This design comes from an exercise in tuning for small area and a short achievable clock period on the open sky130 flow, not from production work.
Function was checked by simulation only, so behaviour that the tests miss may differ from the original.
Power is estimated from default activity; no workload was simulated.

v34:
==> flow/design.v <==
module Mul20(
    input [19:0] a,
    input [19:0] b,
    output [19:0] p
);
  wire [20:0] bx = {b, 1'b0};
  reg [19:0] acc;
  integer i;
  reg one, two, neg;
  reg [20:0] m;
  always @(*) begin
    acc = 20'd0;
    for (i = 0; i < 10; i = i + 1) begin
      one = bx[2*i] ^ bx[2*i+1];
      two = (bx[2*i+2] & ~bx[2*i+1] & ~bx[2*i]) | (~bx[2*i+2] & bx[2*i+1] & bx[2*i]);
      neg = bx[2*i+2];
      m = ({21{one}} & {1'b0, a}) | ({21{two}} & {a, 1'b0});
      m = m ^ {21{neg}};
      acc = acc + ((m[19:0] << (2*i)) + ({19'd0, neg} << (2*i)));
    end
  end
  assign p = acc;
endmodule
module Divider #(parameter P1 = 1) (
    input clk,
    input [19:0] an,
    input [19:0] bn,
    input [19:0] a,
    input [19:0] b,
    output [19:0] quo
);
  wire [19:0] rem [0:10];
  wire [19:0] qb;
  reg  [2*P1-1:0] rem1_r, q1_r;
  reg  [21:0] b3_r;           
  assign rem[0] = 20'd0;
  wire [21:0] bn3 = {2'b0, bn} + {1'b0, bn, 1'b0};
  genvar p;
  generate
    for (p = 1; p <= 10; p = p + 1) begin : pr
      localparam W = 2 * p;
      wire [19:0] a_s = (p <= P1) ? an : a;
      wire [21:0] m1 = (p <= P1) ? {2'b0, bn} : {2'b0, b};
      wire [21:0] m3 = (p <= P1) ? bn3 : b3_r;
      wire [21:0] m2 = {m1[20:0], 1'b0};
      wire [19:0] rprev = (p == P1 + 1) ? {{(20-2*P1){1'b0}}, rem1_r} : rem[p-1];
      wire [W-1:0] r4;
      if (p == 1) begin : ra
        assign r4 = a_s[19:18];
      end else begin : rb
        assign r4 = {rprev[W-3:0], a_s[21-W:20-W]};
      end
      wire c1, c2, c3;
      wire [W-1:0] d1, d2, d3;
      Cmp #(.K(W)) cmp1 (.r(r4), .m(m1[W-1:0]), .ge(c1), .d(d1));
      Cmp #(.K(W)) cmp2 (.r(r4), .m(m2[W-1:0]), .ge(c2), .d(d2));
      Cmp #(.K(W)) cmp3 (.r(r4), .m(m3[W-1:0]), .ge(c3), .d(d3));
      wire g1 = ~|m1[21:W] & c1;
      wire g2 = ~|m2[21:W] & c2;
      wire [W+1:0] t3 = {2'b0, m1[W-1:0]} + {1'b0, m1[W-1:0], 1'b0};
      wire h3 = (p <= P1) ? (~|m1[21:W] & ~|t3[W+1:W]) : ~|m3[21:W];
      wire g3 = h3 & c3;
      assign qb[21-W] = g2;
      assign qb[20-W] = g3 | (g1 & ~g2);
      assign rem[p] = g3 ? d3 : g2 ? d2 : g1 ? d1 : r4;
    end
  endgenerate
  always @(posedge clk) begin
    rem1_r <= rem[P1][2*P1-1:0];
    q1_r   <= qb[19:20-2*P1];
    b3_r   <= bn3;
  end
  assign quo = {q1_r, qb[19-2*P1:0]};
endmodule
module Cmp #(parameter K = 4) (
    input [K-1:0] r,
    input [K-1:0] m,
    output ge,
    output [K-1:0] d
);
  localparam L = (K <= 2) ? 1 : (K <= 4) ? 2 : (K <= 8) ? 3 : (K <= 16) ? 4 : 5;
  wire [K-1:0] G [0:L];
  wire [K-1:0] P [0:L];
  genvar i, l;
  generate
    for (i = 0; i < K; i = i + 1) begin : pg
      if (i == 0) begin : c
        assign G[0][i] = r[i] | ~m[i];    
      end else begin : n
        assign G[0][i] = r[i] & ~m[i];
      end
      assign P[0][i] = r[i] | ~m[i];
    end
    for (l = 0; l < L; l = l + 1) begin : lv
      for (i = 0; i < K; i = i + 1) begin : bt
        if ((i >> l) & 1) begin : cmb
          localparam integer J = ((i >> l) << l) - 1;
          assign G[l+1][i] = G[l][i] | (P[l][i] & G[l][J]);
          assign P[l+1][i] = P[l][i] & P[l][J];
        end else begin : pass
          assign G[l+1][i] = G[l][i];
          assign P[l+1][i] = P[l][i];
        end
      end
    end
    wire [K:0] C = {G[L], 1'b1};
    assign ge = C[K];
    for (i = 0; i < K; i = i + 1) begin : o
      assign d[i] = r[i] ^ (~m[i] ^ C[i]);
    end
  endgenerate
endmodule
module MipsMain(
    input clk,
    input reset,
    input [19:0] instruction,
    output [19:0] pc,
    output [19:0] writedata
);
  wire [3:0] op  = instruction[19:16];
  wire [3:0] rs  = instruction[15:12];
  wire [3:0] rt  = instruction[11:8];
  wire [3:0] rd  = instruction[7:4];
  wire [2:0] fn  = instruction[2:0];
  wire [7:0] imm = instruction[7:0];
  wire isR   = (op == 4'd0);
  wire isLW  = (op == 4'd1);
  wire isSW  = (op == 4'd2);
  wire isBEQ = (op == 4'd3);
  wire regwrite = isR | isLW;
  wire [3:0] wa = isR ? rd : rt;
  reg [19:0] pc_r, npc, A, B, D;
  wire [19:0] Dv = D;
  reg [19:0] R [0:15];
  reg [19:0] M [0:31];
  assign pc = pc_r;
  assign writedata = Dv;
  wire [19:0] simm = {{12{imm[7]}}, imm};
  wire [19:0] asum = A + simm;
  wire [19:0] add  = A + B;
  wire [19:0] sub  = A - B;
  wire [19:0] mul;
  Mul20 mul1 (.a(A), .b(B), .p(mul));
  wire [19:0] quo;
  reg [19:0] rres;
  always @(*) begin
    case (fn)
      3'd1: rres = add;
      3'd2: rres = sub;
      3'd3: rres = mul;
      3'd4: rres = quo;
      3'd5: rres = A & B;
      3'd6: rres = A | B;
      3'd7: rres = A ^ B;
      default: rres = 20'd0;
    endcase
  end
  wire [4:0] maddr = A[4:0] + imm[4:0];
  wire [31:0] msel = 32'd1 << maddr;
  reg [19:0] mrd;
  integer j;
  always @(*) begin
    mrd = 20'd0;
    for (j = 0; j < 32; j = j + 1)
      mrd = mrd | (M[j] & {20{msel[j]}});
  end
  reg [19:0] dnext;
  always @(*) begin
    if (isR) dnext = rres;
    else if (isLW) dnext = mrd;
    else if (isSW) dnext = asum;
    else if (isBEQ) dnext = sub;
    else dnext = 20'd0;
  end
  wire taken = isBEQ & (A == B);
  wire [19:0] npc1 = npc + 20'd1;
  wire [19:0] npcb = npc1 + {12'd0, imm};
  wire [8:0]  rstb = {1'b0, imm} + 9'd1;
  always @(posedge clk) begin
    pc_r <= reset ? 20'd0 : npc;
    if (reset) npc <= taken ? {11'd0, rstb} : 20'd1;
    else       npc <= taken ? npcb : npc1;
  end
  wire [15:0] sa = 16'd1 << rs;
  wire [15:0] sb = 16'd1 << rt;
  reg [19:0] rA, rB;
  integer n;
  always @(*) begin
    rA = 20'd0;
    rB = 20'd0;
    for (n = 0; n < 16; n = n + 1) begin
      rA = rA | (R[n] & {20{sa[n]}});
      rB = rB | (R[n] & {20{sb[n]}});
    end
  end
  wire [19:0] An = reset ? 20'd0 : ((regwrite && wa == rs) ? Dv : rA);
  wire [19:0] Bn = reset ? 20'd0 : ((regwrite && wa == rt) ? Dv : rB);
  always @(posedge clk) begin
    A <= An;
    B <= Bn;
    D <= dnext & {20{~reset}};
  end
  wire [19:0] rwd = Dv & {20{~reset}};
  integer i;
  always @(posedge clk) begin
    for (i = 0; i < 16; i = i + 1)
      if (reset | (regwrite & (wa == i))) R[i] <= rwd;
  end
  wire [19:0] mw0 = B & {20{~reset}};
  wire [19:0] mw1 = B | {20{reset}};
  integer m;
  always @(posedge clk) begin
    for (m = 0; m < 32; m = m + 1)
      if (reset | (isSW & msel[m]))
        M[m] <= (mw1 & m) | (mw0 & ~m);
  end
  Divider div1 (.clk(clk), .an(An), .bn(Bn), .a(A), .b(B), .quo(quo));
endmodule
==> flow/config.mk <==
export PLATFORM = sky130hd
export DESIGN_NAME = MipsMain
export DESIGN_NICKNAME = MipsMain
export VERILOG_FILES = /design/flow/design.v
export SDC_FILE = /design/flow/constraint.sdc
export NUM_CORES = 4
export LEC_CHECK = 0
export ABC_AREA = 1
export CAP_MARGIN = 20
export CORE_MARGIN = 2
export CORE_UTILIZATION = 40
export CTS_BUF_LIST = sky130_fd_sc_hd__clkbuf_16
export CTS_CLUSTER_DIAMETER = 80
export CTS_CLUSTER_SIZE = 24
export SLEW_MARGIN = 20
==> flow/constraint.sdc <==
create_clock -name core_clock -period 50.0 [get_ports {clk}]
set_input_delay 10.0000 -clock core_clock [delete_from_list [all_inputs] [get_ports {clk}]]
set_output_delay 10.0000 -clock core_clock [all_outputs]
set_load 0.01 [all_outputs]
standard.sh (not shown) runs the stock make flow with config.mk's settings and CLKGATE_MAP_FILE= SYNTH_SCRIPT=/design/flow/synth_recipe.tcl, a recipe that flattens the netlist after the stock synthesis.
==> flow/flow/run.sh <==
#!/bin/bash
# The standard layout (standard.sh), with its timing repair steps aiming for
# a setup slack margin instead of zero slack.
set -uo pipefail
export SETUP_SLACK_MARGIN=36.5
bash standard.sh > standard.log 2>&1
status=$?
cp -r orfs/logs logs_orfs 2>/dev/null
exit $status
## Diff of input files: v21 against v34
==> flow/run.sh (new file) <==
#!/bin/bash
# synth_recipe.tcl (not shown) runs the flow's synth.tcl, then flattens the netlist and writes it again
# the make line also repeats each setting of config.mk as NAME=value (left out here)
make -C /OpenROAD-flow-scripts/flow DESIGN_CONFIG=/design/flow/config.mk WORK_HOME=/design/flow/orfs CLKGATE_MAP_FILE= SYNTH_SCRIPT=/design/flow/synth_recipe.tcl finish
removed: flow/flow/run.sh
removed: flow/standard.sh
--- outcome ---
- Having completed the whole flow, v21 delivered a layout that passed the timing, design-rule and antenna checks.
- In the metrics for v21 and v34, the one carrying the lower share of final-layout standard cells stronger than drive strength 1 is v21.
- met1 wire length for v21 is lower than for v34.
- From v34 to v21 the numbers moved as follows: time the worst path needs with I/O delays and setup +3.05 ns; leakage power figure fell by about 8%; combinational cell fraction of total power lower.
- Against v34 as the reference, v21 delivers a lower post-cts repair resize count.
- Per the comparison of v21 with v34, via count dropped 2435, clock power dropped about 3%, worst hold slack dropped 0.010 ns.

## static timing again, ports no longer ideal
The results above use ideal ports. As a check the final layouts listed here were re-extracted and re-timed, cells and wires unchanged.
Step 1, drivers: a clkbuf_16 drives clk and a buf_2 each remaining input, both assumed.
Step 2 moves the port delays by t, midway between the first and last clock arrival at a register: inputs arrive t later, outputs are due t later. That takes back most of the time a late clock gives input paths.
a / b / c = ideal / step 1 / step 2; a / b = the first two.
run	shift t [ns]	slack for setup (ns)	worst hold slack (ns)	clock arrival spread, ns	worst slew at a driven data input, ns
v34	0.754	35.499 / 35.467 / 34.713	0.465 / 0.465 / 0.465	0.056 / 0.056	0.20
v21	0.730	32.448 / 32.498 / 31.768	0.455 / 0.455 / 0.455	0.044 / 0.044	0.18
After both steps every run listed still meets setup and hold. The setup slack of v34, which loses most, moves by -0.032 ns with the drivers and by -0.786 ns with both steps.
